Background: an optimization exercise with open tools, aiming at small area, a short achievable clock period and few clock cycles per item. Do not read the settings as production practice.
Only simulation tests tie the RTL to the original design; equivalence was not proved.
Power and IR drop assume default switching activity.

## bloom_filter_optimized
module bloom_filter_optimized #(
  parameter BIT_ARRAY_SIZE = 1024,
  parameter HASH_WIDTH     = $clog2(BIT_ARRAY_SIZE)
)(
  input  logic                clk,
  input  logic                rst_n,        
  input  logic                enable,       
  input  logic [31:0]         src_ip,       
  input  logic [31:0]         dest_ip,      
  input  logic [15:0]         tag,          
  output logic                safe,         
  output logic                output_valid, 
  output logic [63:0]         header,       
  output logic [15:0]         out_tag,      
  output logic                busy          
);
export LEC_CHECK = 0
export CAP_MARGIN = 20
export CORE_MARGIN = 2
export CORE_UTILIZATION = 55
export PLACE_DENSITY = 0.7
export SLEW_MARGIN = 20
create_clock -name core_clock -period 14.0 [get_ports {clk}]
standard.sh (not shown) runs the stock make flow with config.mk's settings and CLKGATE_MAP_FILE= SYNTH_SCRIPT=/design/flow/synth_recipe.tcl, a recipe that flattens the netlist after the stock synthesis.
==> flow/flow/run.sh <==
#!/bin/bash
# Standard ORFS layout (the standard.sh), with the timing repair steps
# aiming for more setup slack than the design's clock period needs, plain
# buffers on the ports and a clock tree without dummy loads and with larger
# sink clusters.  The flow's output goes to its own log.
set -euo pipefail
bash standard.sh \
  SETUP_SLACK_MARGIN=10.1 \
  "BUFFER_PORTS_ARGS=-buffer_cell sky130_fd_sc_hd__buf_1" \
  "CTS_ARGS=-sink_clustering_enable -repair_clock_nets -dont_use_dummy_load -sink_clustering_size 35 -sink_clustering_max_diameter 70" \
  finish > standard_flow.log 2>&1
Testbench counts at the start, summed over its fixed seeds: cycles 12,048, items 12,000.
==> next run, changes <==
- CORE_UTILIZATION: 55 -> 50
- PLACE_DENSITY: 0.7 -> 0.65
Fmax increases by 0.33%.
Die area is higher by about 10%.
Synthesized area stays the same.
==> next run, changes <==
--- a/flow/flow/run.sh
+++ b/flow/flow/run.sh
@@ -8,4 +8,4 @@
   SETUP_SLACK_MARGIN=10.1 \
   "BUFFER_PORTS_ARGS=-buffer_cell sky130_fd_sc_hd__buf_1" \
-  "CTS_ARGS=-sink_clustering_enable -repair_clock_nets -dont_use_dummy_load -sink_clustering_size 35 -sink_clustering_max_diameter 70" \
+  "CTS_ARGS=-sink_clustering_enable -repair_clock_nets -dont_use_dummy_load -sink_clustering_size 28 -sink_clustering_max_diameter 60" \
   finish > standard_flow.log 2>&1
The changed run went through all stages and came out clean.
Area after synthesis stays the same.
Via count goes up slightly.
Setup slack is worse by 0.019 ns.
Cell count barely changes.
Critical path depth does not change.
Combinational power stays flat.
Die area does not change.
Clock-buffer cell count goes up by 25.
==> next run, changes <==
--- a/flow/flow/run.sh
+++ b/flow/flow/run.sh
@@ -8,4 +8,4 @@
   SETUP_SLACK_MARGIN=10.1 \
   "BUFFER_PORTS_ARGS=-buffer_cell sky130_fd_sc_hd__buf_1" \
-  "CTS_ARGS=-sink_clustering_enable -repair_clock_nets -dont_use_dummy_load -sink_clustering_size 28 -sink_clustering_max_diameter 60" \
+  "CTS_ARGS=-sink_clustering_enable -repair_clock_nets -dont_use_dummy_load -sink_clustering_size 35 -sink_clustering_max_diameter 70" \
   finish > standard_flow.log 2>&1
- CORE_UTILIZATION: 50 -> 45
- PLACE_DENSITY: 0.65 -> 0.6
Area after synthesis stays the same.
Via count barely changes.
Cell area barely changes.
Worst setup slack degrades by 0.037 ns.
Routed wire length rose by 2.7%.
Worst hold slack hardly moves.
Sequential share of layout area hardly moves.

---

alpha:
Starting RTL as in the previous note.
==> flow/config.mk <==
export PLATFORM = sky130hd
export DESIGN_NAME = bloom_filter_optimized
export DESIGN_NICKNAME = bloom_filter_optimized
export VERILOG_FILES = /design/flow/design.v
export SDC_FILE = /design/flow/constraint.sdc
export NUM_CORES = 4
export LEC_CHECK = 0
export CAP_MARGIN = 10
export CORE_MARGIN = 2
export CORE_UTILIZATION = 50
export PLACE_DENSITY = 0.65
export SLEW_MARGIN = 10
==> flow/constraint.sdc <==
create_clock -name core_clock -period 14.0 [get_ports {clk}]
set_input_delay 2.8000 -clock core_clock [delete_from_list [all_inputs] [get_ports {clk}]]
set_output_delay 2.8000 -clock core_clock [all_outputs]
set_load 0.01 [all_outputs]
==> flow/flow/run.sh <==
#!/bin/bash
# Standard ORFS layout (the standard.sh), with the timing repair steps
# aiming for more setup slack than the design's clock period needs, plain
# buffers on the ports and a clock tree without dummy loads and with larger
# sink clusters.  The flow's output goes to its own log.
set -euo pipefail
bash standard.sh \
  SETUP_SLACK_MARGIN=10.1 \
  "BUFFER_PORTS_ARGS=-buffer_cell sky130_fd_sc_hd__buf_1" \
  "CTS_ARGS=-sink_clustering_enable -repair_clock_nets -dont_use_dummy_load -sink_clustering_size 35 -sink_clustering_max_diameter 70" \
  finish > standard_flow.log 2>&1
Per the final summary, alpha finished and its layout is clean on timing, DRC and antenna.
Testbench counts of alpha, summed over its fixed seeds: cycles 12,048, items 12,000.
Inputs modified between alpha and beta:
Settings: PLACE_DENSITY: 0.65 -> 0.6; CORE_UTILIZATION: 50 -> 45; SLEW_MARGIN: 10 -> 20; CAP_MARGIN: 10 -> 20.
-- flow/flow/run.sh --
<<< alpha, line 9
  "BUFFER_PORTS_ARGS=-buffer_cell sky130_fd_sc_hd__buf_1" \
  "CTS_ARGS=-sink_clustering_enable -repair_clock_nets -dont_use_dummy_load -sink_clustering_size 35 -sink_clustering_max_diameter 70" \
  finish > standard_flow.log 2>&1
>>> beta, line 9
  "BUFFER_PORTS_ARGS=-buffer_cell sky130_fd_sc_hd__buf_1" \
  "CTS_ARGS=-sink_clustering_enable -repair_clock_nets -dont_use_dummy_load -sink_clustering_size 28 -sink_clustering_max_diameter 60" \
  finish > standard_flow.log 2>&1
Notes after the runs:
The reported combinational group power on alpha is in line with that on beta. Looking only at number of detailed-routing iterations run before antenna repair, and setting everything else aside, the lower value of alpha and beta goes to alpha. beta ended up with sky130_fd_sc_hd__dfxtp_4 as its cell at the slowest stage of the critical path; alpha ended up with sky130_fd_sc_hd__dfxtp_2. beta vs alpha on power share of the combinational group: beta is the lower one. From alpha to beta the numbers moved as follows: power in the clock group rose by 15%, clock transition at the registers of the reported paths fell by 20 ps.
What gamma does differently from beta at the input level:
Settings: swapping 0.6 for 0.72 in PLACE_DENSITY; swapping 45 for 50 in CORE_UTILIZATION.
-- flow/flow/run.sh --
<<< beta, line 9
  "BUFFER_PORTS_ARGS=-buffer_cell sky130_fd_sc_hd__buf_1" \
  "CTS_ARGS=-sink_clustering_enable -repair_clock_nets -dont_use_dummy_load -sink_clustering_size 28 -sink_clustering_max_diameter 60" \
  finish > standard_flow.log 2>&1
>>> gamma, line 9
  "BUFFER_PORTS_ARGS=-buffer_cell sky130_fd_sc_hd__buf_1" \
  "CTS_ARGS=-sink_clustering_enable -repair_clock_nets -dont_use_dummy_load -sink_clustering_size 35 -sink_clustering_max_diameter 70" \
  finish > standard_flow.log 2>&1
--- outcome ---
- Compared to beta, gamma has leakage power of the design 1.4% lower.
- Upper clock frequency limit: gamma vs beta up about 1%
- gamma vs. beta: total length of routed wires went down; synthesis-to-layout area growth now smaller; die height shows a reduction of about 5%.
- There was hardly any difference in sequential cell area in the final layout between gamma and beta.
- gamma ended with less source-to-sink clock delay at the later pin of the worst-skew pair than beta.
- [diff] slack of the worst reg-to-reg path, gamma relative to beta: regression
- Across both runs, number of gates resized after cts was higher for gamma than for beta.
- In terms of power of the combinational group, gamma and beta differ only marginally.
- Taking beta as 1.0, gamma lands at 1.12 on met3 wire length.

-- afterwards: timing with drivers on the ports --
The results above use ideal ports. As a check the final layouts listed here were re-extracted and re-timed, cells and wires unchanged. Step 1: set_driving_cell puts a clkbuf_16 on clk and a buf_2 on each other input, an assumption about the parent block. Step 2 moves the port delays by t, midway between the first and last clock arrival at a register: inputs arrive t later, outputs are due t later. That takes back most of the time a late clock gives input paths. Three values: no drivers, after step 1, after step 2; two values: the first two.
run | shift t [ns] | slack for setup (ns) | worst hold slack (ns) | worst setup path after step 2
the first run of note 1 | 0.820 | 9.940 / 9.865 / 10.219 | 0.247 / 0.247 / 0.247 | register to register
the second run of note 1 | 0.815 | 9.953 / 9.874 / 10.202 | 0.244 / 0.244 / 0.244 | register to register
the third run of note 1 | 0.843 | 9.935 / 9.856 / 10.195 | 0.277 / 0.277 / 0.277 | register to register
the fourth run of note 1 | 0.844 | 9.897 / 9.812 / 10.169 | 0.276 / 0.276 / 0.276 | register to register
alpha | 0.817 | 9.957 / 9.880 / 10.216 | 0.244 / 0.244 / 0.244 | register to register
beta | 0.869 | 9.873 / 9.793 / 10.203 | 0.256 / 0.256 / 0.256 | register to register
gamma | 0.823 | 9.913 / 9.834 / 10.176 | 0.283 / 0.283 / 0.283 | register to register
After both steps every run listed still meets setup and hold.
